Context: an optimization exercise on an open-source flow, tuned for small area. The choices shown serve that exercise and are no tape-out recipe. Only simulation tests tie the RTL to the original design; equivalence was not proved. Power figures rest on the tool's default switching activity, not on a simulated workload.

==> flow/design.v (excerpt) <==
module TOP_MODULE#(
    parameter NUM_DUT = 2,
    parameter UART_CNT_BAUDRATE = 216,
    parameter UART_FIFO_BYTE_SIZE = 3,
    parameter TEST_ENV_CMDS_BITWIDTH = 2,
    parameter TEST_ENV_ADR_WIDTH = 6,
    parameter TEST_ENV_DATA_BITWIDTH = 16
)(
    input wire          CLK_100MHz,
    input wire          RSTN,
    output wire [3:0]   LED,
    output reg          UART_TX,
    input wire          UART_RX
);
Size in the first run: about 1,300 cells after synthesis, about 1,000 flip-flops, roughly 8 I/O pins, ~23,000 µm² of cells after synthesis.
==> flow/config.mk <==
export PLATFORM = sky130hd
export DESIGN_NAME = TOP_MODULE
export DESIGN_NICKNAME = TOP_MODULE
export VERILOG_FILES = /design/flow/design.v
export SDC_FILE = /design/flow/constraint.sdc
export NUM_CORES = 4
export LEC_CHECK = 0
export CAP_MARGIN = 20
export CORE_MARGIN = 2
export CORE_UTILIZATION = 72
export SLEW_MARGIN = 20
==> flow/constraint.sdc <==
create_clock -name core_clock -period 10.0 [get_ports {CLK_100MHz}]
set_input_delay 2.0000 -clock core_clock [delete_from_list [all_inputs] [get_ports {CLK_100MHz}]]
set_output_delay 2.0000 -clock core_clock [all_outputs]
set_load 0.01 [all_outputs]
standard.sh (not shown) runs the stock make flow with config.mk's settings and CLKGATE_MAP_FILE= SYNTH_SCRIPT=/design/flow/synth_recipe.tcl, a recipe that flattens the netlist after the stock synthesis.
==> flow/flow/run.sh <==
#!/bin/bash
# Standard ORFS layout with custom clock-tree and port-buffer arguments.
set -euo pipefail
export CTS_ARGS="-sink_clustering_enable -repair_clock_nets -sink_clustering_size 12 -sink_clustering_max_diameter 30 -buf_list sky130_fd_sc_hd__clkbuf_4 sky130_fd_sc_hd__clkbuf_8 -dont_use_dummy_load"
export BUFFER_PORTS_ARGS="-buffer_cell sky130_fd_sc_hd__buf_1"
bash standard.sh finish > orfs_make.log 2>&1
The first run aborted during 4_1_cts.
Change:
==> flow/run.sh (new file) <==
#!/bin/bash
# synth_recipe.tcl (not shown) runs the flow's synth.tcl, then flattens the netlist and writes it again
# the make line also repeats each setting of config.mk as NAME=value (left out here)
make -C /OpenROAD-flow-scripts/flow DESIGN_CONFIG=/design/flow/config.mk WORK_HOME=/design/flow/orfs CLKGATE_MAP_FILE= SYNTH_SCRIPT=/design/flow/synth_recipe.tcl finish
- CTS_BUF_LIST: not set -> sky130_fd_sc_hd__clkbuf_16
- CTS_CLUSTER_DIAMETER: not set -> 60
- CTS_CLUSTER_SIZE: not set -> 36
removed: flow/flow/run.sh
removed: flow/standard.sh
- Now the flow finished with timing, DRC and antenna clean
- area after synthesis stays the same
- synthesized cell count stays the same
Change:
==> flow/flow/run.sh (new file) <==
#!/bin/bash
# Standard ORFS layout with custom clock-tree and port-buffer arguments.
set -euo pipefail
export CTS_ARGS="-sink_clustering_enable -repair_clock_nets -sink_clustering_size 20 -sink_clustering_max_diameter 45 -buf_list sky130_fd_sc_hd__clkbuf_8 -dont_use_dummy_load"
export BUFFER_PORTS_ARGS="-buffer_cell sky130_fd_sc_hd__buf_1"
bash standard.sh finish > orfs_make.log 2>&1
==> flow/standard.sh (new file) <==
#!/bin/bash
# synth_recipe.tcl (not shown) runs the flow's synth.tcl, then flattens the netlist and writes it again
# the make line also repeats each setting of config.mk as NAME=value (left out here)
make -C /OpenROAD-flow-scripts/flow DESIGN_CONFIG=/design/flow/config.mk WORK_HOME=/design/flow/orfs CLKGATE_MAP_FILE= SYNTH_SCRIPT=/design/flow/synth_recipe.tcl "${@:-finish}"
- CTS_BUF_LIST: sky130_fd_sc_hd__clkbuf_16 -> not set
- CTS_CLUSTER_DIAMETER: 60 -> not set
- CTS_CLUSTER_SIZE: 36 -> not set
removed: flow/run.sh
Fmax grows by about 10%.
Final area goes down by 2.0%.
Clock skew grows by 18 ps.
First-iteration DRC count decreases by about 8%.
Hold slack is worse by 21 ps.
Sequential share of layout area climbs by 1.7 points.

old:
TOP_MODULE again, from the RTL that the note above started with.
clock: 10.0 ns
lec_check: 0
cap_margin: 20
core_margin: 2
core_utilization: 80
cts_buf_list: sky130_fd_sc_hd__clkbuf_16
cts_cluster_diameter: 60
cts_cluster_size: 36
slew_margin: 20
run.sh (not shown) runs the stock make flow with config.mk's settings and CLKGATE_MAP_FILE= SYNTH_SCRIPT=/design/flow/synth_recipe.tcl, a recipe that flattens the netlist after the stock synthesis.
Stock flow here: none of the scripts above is used.
FAIL old @ detailed placement: tool exited with error
Changes in new relative to old:
==> flow/flow/run.sh (new file) <==
#!/bin/bash
# Standard ORFS layout with custom clock-tree and port-buffer arguments.
set -euo pipefail
export CTS_ARGS="-sink_clustering_enable -repair_clock_nets -sink_clustering_size 21 -sink_clustering_max_diameter 45 -buf_list sky130_fd_sc_hd__clkbuf_8 -dont_use_dummy_load"
export BUFFER_PORTS_ARGS="-buffer_cell sky130_fd_sc_hd__buf_1"
bash standard.sh finish > orfs_make.log 2>&1
==> flow/standard.sh (new file) <==
#!/bin/bash
# synth_recipe.tcl (not shown) runs the flow's synth.tcl, then flattens the netlist and writes it again
# the make line also repeats each setting of config.mk as NAME=value (left out here)
make -C /OpenROAD-flow-scripts/flow DESIGN_CONFIG=/design/flow/config.mk WORK_HOME=/design/flow/orfs CLKGATE_MAP_FILE= SYNTH_SCRIPT=/design/flow/synth_recipe.tcl "${@:-finish}"
--- a/flow/config.mk
+++ b/flow/config.mk
@@ -9,6 +9,3 @@
 export CORE_MARGIN = 2
-export CORE_UTILIZATION = 80
-export CTS_BUF_LIST = sky130_fd_sc_hd__clkbuf_16
-export CTS_CLUSTER_DIAMETER = 60
-export CTS_CLUSTER_SIZE = 36
+export CORE_UTILIZATION = 72
 export SLEW_MARGIN = 20
removed: flow/run.sh
[summary]
new finished end to end and its layout was clean on timing, DRC and antenna. Height of the die: higher on new. Post-synthesis area per instance: old vs new identical. old -> new: cell row count increased by a few percent.

Setup of build 7:
The RTL this note starts from:
==> flow/design.v <==
module TOP_MODULE#(
    parameter NUM_DUT = 2,
    parameter UART_CNT_BAUDRATE = 216,
    parameter UART_FIFO_BYTE_SIZE = 3,
    parameter TEST_ENV_CMDS_BITWIDTH = 2,
    parameter TEST_ENV_ADR_WIDTH = 6,
    parameter TEST_ENV_DATA_BITWIDTH = 16
)(
    input wire          CLK_100MHz,
    input wire          RSTN,
    output wire [3:0]   LED,
    output reg          UART_TX,
    input wire          UART_RX
);
    localparam [9:0] T_SEED = 10'h3FF;
    localparam [9:0] T_MID  = 10'h05F;
    localparam [9:0] T_END  = 10'h329;
    localparam [5:0] DIN_SLOT = 6'd60;
    reg [9:0]  tmr;
    reg        late;     
    reg [3:0]  bst;      
    reg [1:0]  byte_i;   
    reg [23:0] sr;       
    reg        ans_ok;   
    wire idle     = (bst == 4'd0);
    wire bit_mid  = (tmr == T_MID);
    wire bit_end  = (tmr == T_END);
    wire last_bit = (bst == 4'd15);
    wire fr_last  = last_bit & (byte_i == 2'd2);
    wire step_a   = fr_last & late;
    wire step_b   = fr_last & bit_end;
    wire step_c   = idle & (byte_i == 2'd0);
    wire [5:0]  f_adr  = sr[5:0];
    wire [1:0]  f_cmd  = sr[7:6];
    wire [15:0] f_data = {sr[15:8], sr[23:16]};
    reg [1:0]  sel;
    reg        ledbit;
    reg        din_ok;   
    reg        evalid;   
    reg [15:0] rreg;     
    wire is_ctl   = (f_cmd == 2'd0);
    wire is_wr    = (f_cmd == 2'd1);
    wire start    = is_ctl & f_adr[0];
    wire [1:0] new_sel = (is_ctl & f_adr[1]) ? f_data[2:1] : sel;
    reg [15:0] head;
    always @(*) begin
        case ({sel[1], f_adr[0]})
            2'b00: head = sel[0] ? 16'h0610 : 16'h0410;
            2'b01: head = sel[0] ? 16'h0841 : 16'h0800;
            2'b10: head = 16'hF210;
            default: head = 16'h08FC;
        endcase
    end
    wire [15:0] rdata = (f_cmd == 2'd3) ? head : rreg;
    reg [15:0] ring [0:60];
    reg [5:0]  pc;
    wire at_adr = (pc == f_adr);
    wire at_din = (pc == DIN_SLOT);
    wire ram_wr = step_a & is_wr & (at_din | (at_adr & (sel == 2'd2)));
    wire r_ring = step_c & ((at_adr & (sel == 2'd2) & !is_wr) |
                            (at_din & (sel == 2'd1) & start & din_ok));
    wire r_const = (step_c & (sel == 2'd0)) |
                   (step_b & (new_sel == 2'd1) & (start ? !din_ok : !evalid));
    wire [15:0] r_k = idle ? 16'd123 : 16'd0;
    integer i;
    always @(posedge CLK_100MHz) begin
        ring[0] <= ram_wr ? f_data : ring[60];
        for (i = 1; i < 61; i = i + 1)
            ring[i] <= ring[i-1];
        if (r_ring)
            rreg <= ring[60];
        else if (r_const)
            rreg <= r_k;
    end
    wire pc_jump = &pc[4:0];
    always @(posedge CLK_100MHz) begin
        if (!RSTN)
            pc <= 6'd0;
        else
            pc <= {pc[4:2], pc[1] & !pc_jump, pc[0], ~(pc[5] ^ pc[4]) | pc_jump};
    end
    always @(posedge CLK_100MHz) begin
        tmr  <= (idle | bit_end) ? T_SEED : {tmr[8:0], tmr[9] ^ tmr[6]};
        late <= bit_mid | (late & !bit_end);
        if (bit_mid & bst[3])
            sr <= {UART_RX, sr[23:1]};
        else if (step_b) begin
            sr[15:8]  <= rdata[15:8];
            sr[23:16] <= rdata[7:0];
        end
    end
    always @(posedge CLK_100MHz) begin
        if (!RSTN) begin
            bst     <= 4'd0;
            byte_i  <= 2'd0;
            UART_TX <= 1'b1;
            ans_ok  <= 1'b0;
        end else begin
            if (idle) begin
                if (!UART_RX) begin
                    bst     <= 4'd7;
                    UART_TX <= 1'b0;
                end
            end else if (bit_end) begin
                bst     <= bst + 4'd1;
                UART_TX <= last_bit | (ans_ok & sr[0]);
                if (last_bit)
                    byte_i <= (byte_i == 2'd2) ? 2'd0 : byte_i + 2'd1;
            end
            if (step_b)
                ans_ok <= 1'b1;
        end
    end
    always @(posedge CLK_100MHz) begin
        if (!RSTN) begin
            sel    <= 2'd0;
            ledbit <= 1'b0;
            din_ok <= 1'b0;
            evalid <= 1'b0;
        end else if (step_b) begin
            sel <= new_sel;
            if (is_ctl & f_adr[3])
                ledbit <= ~ledbit;
            else if (is_ctl & f_adr[2])
                ledbit <= f_data[0];
            if (is_wr)
                din_ok <= 1'b1;
            evalid <= (new_sel == 2'd1) & (start | evalid);
        end
    end
    assign LED[0] = ledbit;
    assign LED[1] = step_b & start;
    assign LED[2] = sel[0];
    assign LED[3] = sel[1] | evalid;
endmodule
==> flow/config.mk <==
export PLATFORM = sky130hd
export DESIGN_NAME = TOP_MODULE
export DESIGN_NICKNAME = TOP_MODULE
export VERILOG_FILES = /design/flow/design.v
export SDC_FILE = /design/flow/constraint.sdc
export NUM_CORES = 4
export LEC_CHECK = 0
export CAP_MARGIN = 20
export CORE_MARGIN = 2
export CORE_UTILIZATION = 72
export SLEW_MARGIN = 20
==> flow/constraint.sdc <==
create_clock -name core_clock -period 10.0 [get_ports {CLK_100MHz}]
set_input_delay 2.0000 -clock core_clock [delete_from_list [all_inputs] [get_ports {CLK_100MHz}]]
set_output_delay 2.0000 -clock core_clock [all_outputs]
set_load 0.01 [all_outputs]
standard.sh (not shown) runs the stock make flow with config.mk's settings and CLKGATE_MAP_FILE= SYNTH_SCRIPT=/design/flow/synth_recipe.tcl, a recipe that flattens the netlist after the stock synthesis.
==> flow/flow/run.sh <==
#!/bin/bash
# Standard ORFS layout with custom clock-tree and port-buffer arguments.
set -euo pipefail
export CTS_ARGS="-sink_clustering_enable -repair_clock_nets -sink_clustering_size 34 -sink_clustering_max_diameter 45 -buf_list sky130_fd_sc_hd__clkbuf_16 -dont_use_dummy_load"
export BUFFER_PORTS_ARGS="-buffer_cell sky130_fd_sc_hd__buf_1"
bash standard.sh finish > orfs_make.log 2>&1
Build 7 did not stop at any stage, and its layout met the timing, design-rule and antenna checks.
Edits applied to the flow inputs when going from build 7 to build 29:
Settings: CTS_BUF_LIST: unset -> sky130_fd_sc_hd__clkbuf_8; CTS_CLUSTER_DIAMETER: unset -> 50; CTS_CLUSTER_SIZE: unset -> 18.
==> flow/run.sh (new file) <==
#!/bin/bash
# synth_recipe.tcl (not shown) runs the flow's synth.tcl, then flattens the netlist and writes it again
# the make line also repeats each setting of config.mk as NAME=value (left out here)
make -C /OpenROAD-flow-scripts/flow DESIGN_CONFIG=/design/flow/config.mk WORK_HOME=/design/flow/orfs CLKGATE_MAP_FILE= SYNTH_SCRIPT=/design/flow/synth_recipe.tcl finish
removed: flow/flow/run.sh
removed: flow/standard.sh
--- outcome ---
Diff build 29..build 7 | number of pins exceeding their max-slew limit in the final report | unchanged
When build 29 is measured against build 7, its power density of the placed cells turns out 2.6% lower.
Taking build 7 as the reference point, the wire length the detailed router placed on met1 of build 29 falls by about 1.4%.
Count of clock buffers in the final design on build 29 is up relative to build 7.
Via density per instance went down by a few percent going from build 7 to build 29.
diff inputs: build 29 => build 87
Settings: clearing CTS_CLUSTER_DIAMETER, which used to be 50; clearing CTS_CLUSTER_SIZE, which used to be 18; clearing CTS_BUF_LIST, which used to be sky130_fd_sc_hd__clkbuf_8.
==> flow/flow/run.sh (new file) <==
#!/bin/bash
# Standard ORFS layout with custom clock-tree and port-buffer arguments.
set -euo pipefail
export CTS_ARGS="-sink_clustering_enable -repair_clock_nets -sink_clustering_size 22 -sink_clustering_max_diameter 50 -buf_list sky130_fd_sc_hd__clkbuf_8 -dont_use_dummy_load"
export BUFFER_PORTS_ARGS="-buffer_cell sky130_fd_sc_hd__buf_1"
bash standard.sh finish > orfs_make.log 2>&1
==> flow/standard.sh (new file) <==
#!/bin/bash
# synth_recipe.tcl (not shown) runs the flow's synth.tcl, then flattens the netlist and writes it again
# the make line also repeats each setting of config.mk as NAME=value (left out here)
make -C /OpenROAD-flow-scripts/flow DESIGN_CONFIG=/design/flow/config.mk WORK_HOME=/design/flow/orfs CLKGATE_MAP_FILE= SYNTH_SCRIPT=/design/flow/synth_recipe.tcl "${@:-finish}"
removed: flow/run.sh
==> comparison <==
Per the final summary, build 87 finished and its layout is clean on timing, DRC and antenna.
Going from build 29 to build 87, number of global-route vias before repair lost 29; first-pass GRT wire length now sits lower.
For build 87, the highest-delay cell along the critical path was or3b_2, unlike build 29, where it was clkdlybuf4s50_1.
In the metrics for build 87 and build 29, the one carrying the higher internal power of the cells is build 29.
Relative to build 29, the wire length of build 87 is lower by about 3%.
Final clock period utilization by the worst path sits lower in build 87 than in build 29.
Between build 87 and build 29, headroom to the max-slew limit is higher for build 29, build 87 comes in under that.
From build 29 to build 87 the numbers moved as follows: logic gate share of total power level; post-route worst hold slack shrank by 0.029 ns; worst reg-to-reg setup slack saw a decrease; via density per instance rose 1.1%.
Here is what was changed in the inputs of build 50 compared with build 87.
==> flow/flow/run.sh <==
#!/bin/bash
# Standard ORFS layout with custom clock-tree and port-buffer arguments.
set -euo pipefail
export CTS_ARGS="-sink_clustering_enable -repair_clock_nets -sink_clustering_size 23 -sink_clustering_max_diameter 45 -buf_list sky130_fd_sc_hd__clkbuf_8 -dont_use_dummy_load"
export BUFFER_PORTS_ARGS="-buffer_cell sky130_fd_sc_hd__buf_1"
bash standard.sh finish > orfs_make.log 2>&1
Results
- Compared with build 87, build 50 shows register-to-register slack higher by 0.05 ns.
- On total design power, build 87 and build 50 are neck and neck.
- Number of cells on the worst reg-to-reg path, build 87 and build 50, higher one = build 50.
- Compared to build 87, build 50 shows a wider setup margin.
- met3 layer wire length in the routed design, build 87 and build 50, lower one = build 87.
- Build 87 → build 50: global-route usage has remained practically unchanged, relative contribution of the clock network to total power has remained practically unchanged, filler cell count in the final layout has decreased, fmax has increased.
Edits applied to the flow inputs when going from build 50 to build 47:
Settings: CTS_CLUSTER_DIAMETER newly set to 50; CTS_BUF_LIST newly set to sky130_fd_sc_hd__clkbuf_8; CTS_CLUSTER_SIZE newly set to 18; CORE_UTILIZATION changed from 72 to 80.
==> flow/run.sh (new file) <==
#!/bin/bash
# synth_recipe.tcl (not shown) runs the flow's synth.tcl, then flattens the netlist and writes it again
# the make line also repeats each setting of config.mk as NAME=value (left out here)
make -C /OpenROAD-flow-scripts/flow DESIGN_CONFIG=/design/flow/config.mk WORK_HOME=/design/flow/orfs CLKGATE_MAP_FILE= SYNTH_SCRIPT=/design/flow/synth_recipe.tcl finish
removed: flow/flow/run.sh
removed: flow/standard.sh
Notes after the runs:
- Build 47 did not finish; a tool error ended it in 3_5_place_dp.
- From build 50 to build 47 the numbers moved as follows: synthesized cell count saw little to no change, starting density of the core saw an increase.
- Re register area share after synthesis: no difference whatsoever between build 47 and build 50.
- Taking build 50 as 1.0, build 47 lands at 0.950 on overall die width.
- Xor and xnor fraction of the mapped netlist area came out exactly the same in build 47 and build 50.
- Note that the estimated wirelength of the detail-placed design recorded for build 47 amounts to 1.6 times the value seen in build 50.
- The final RePlAce weighted congestion number comes out higher for build 47 vs build 50.
- Between build 47 and build 50, it is build 47 whose die height is lower, by about 5%.
- Multiplexer share of the synthesized area came out exactly the same in build 47 and build 50.
- Going from build 50 to build 47, number of rows created at floorplan went down by 4, area fraction in compound gates after synthesis saw little to no change.
### build 47 -> build 98
Settings: a change of CORE_UTILIZATION from 80 to 72; a change of CTS_CLUSTER_DIAMETER from 50 to 45; a change of CTS_CLUSTER_SIZE from 18 to 20.
==> run summary <==
Build 47 got as far as 3_5_place_dp, where a tool error ended the run. Build 98 was carried through to the last stage, and its layout satisfied the timing, design-rule and antenna checks. From build 98 to build 47, area after synthesis did not move at all. Summary — final weighted congestion in routability-driven placement, build 98 relative to build 47: lower, by 0.0038. Status: share of async-settable or async-resettable flops after synthesis parity (build 98, build 47). Build 47 -> build 98: detailed placer's ending HPWL decreased by more than a quarter. Site row count was lower in the run labelled build 47. Taking build 47 as the reference, in build 98 proportion of synthesized area in mux cells held; die height shows an increase of 5.3%; post-synthesis register bit count closely matched the old numbers. The effective utilization at floorplan in build 98 sits 9.0 points below the value recorded for build 47.

## afterwards: timing with drivers on the ports
How much do the figures lean on ideal ports? The routed layouts below were timed once more, with nothing changed but the port constraints. Step 1 sets driving cells, clkbuf_16 on the clock port and buf_2 on the other inputs (assumed; they add their load-dependent delay and slew). Step 2 moves the port delays by t, midway between the first and last clock arrival at a register: inputs arrive t later, outputs are due t later. That takes back most of the time a late clock gives input paths. Slacks: ideal ports / drivers / drivers and shift; pairs: ideal ports / drivers.
run	t (ns)	setup slack, ns	clock arrival spread, ns	worst slew at a driven data input, ns
the second run of note 1	0.601	5.296 / 5.245 / 5.846	0.035 / 0.036	0.03
the third run of note 1	0.663	5.746 / 5.698 / 6.361	0.061 / 0.061	0.03
new	0.644	5.755 / 5.706 / 6.350	0.092 / 0.092	0.03
build 7	0.610	5.798 / 5.745 / 6.355	0.063 / 0.064	0.03
build 29	0.651	5.303 / 5.256 / 5.907	0.031 / 0.031	0.03
build 87	0.632	5.716 / 5.669 / 6.301	0.070 / 0.070	0.03
build 50	0.635	5.768 / 5.720 / 6.354	0.075 / 0.075	0.03
build 98	0.667	5.282 / 5.234 / 5.902	0.026 / 0.025	0.03
After both steps setup and hold are still met in every run listed.
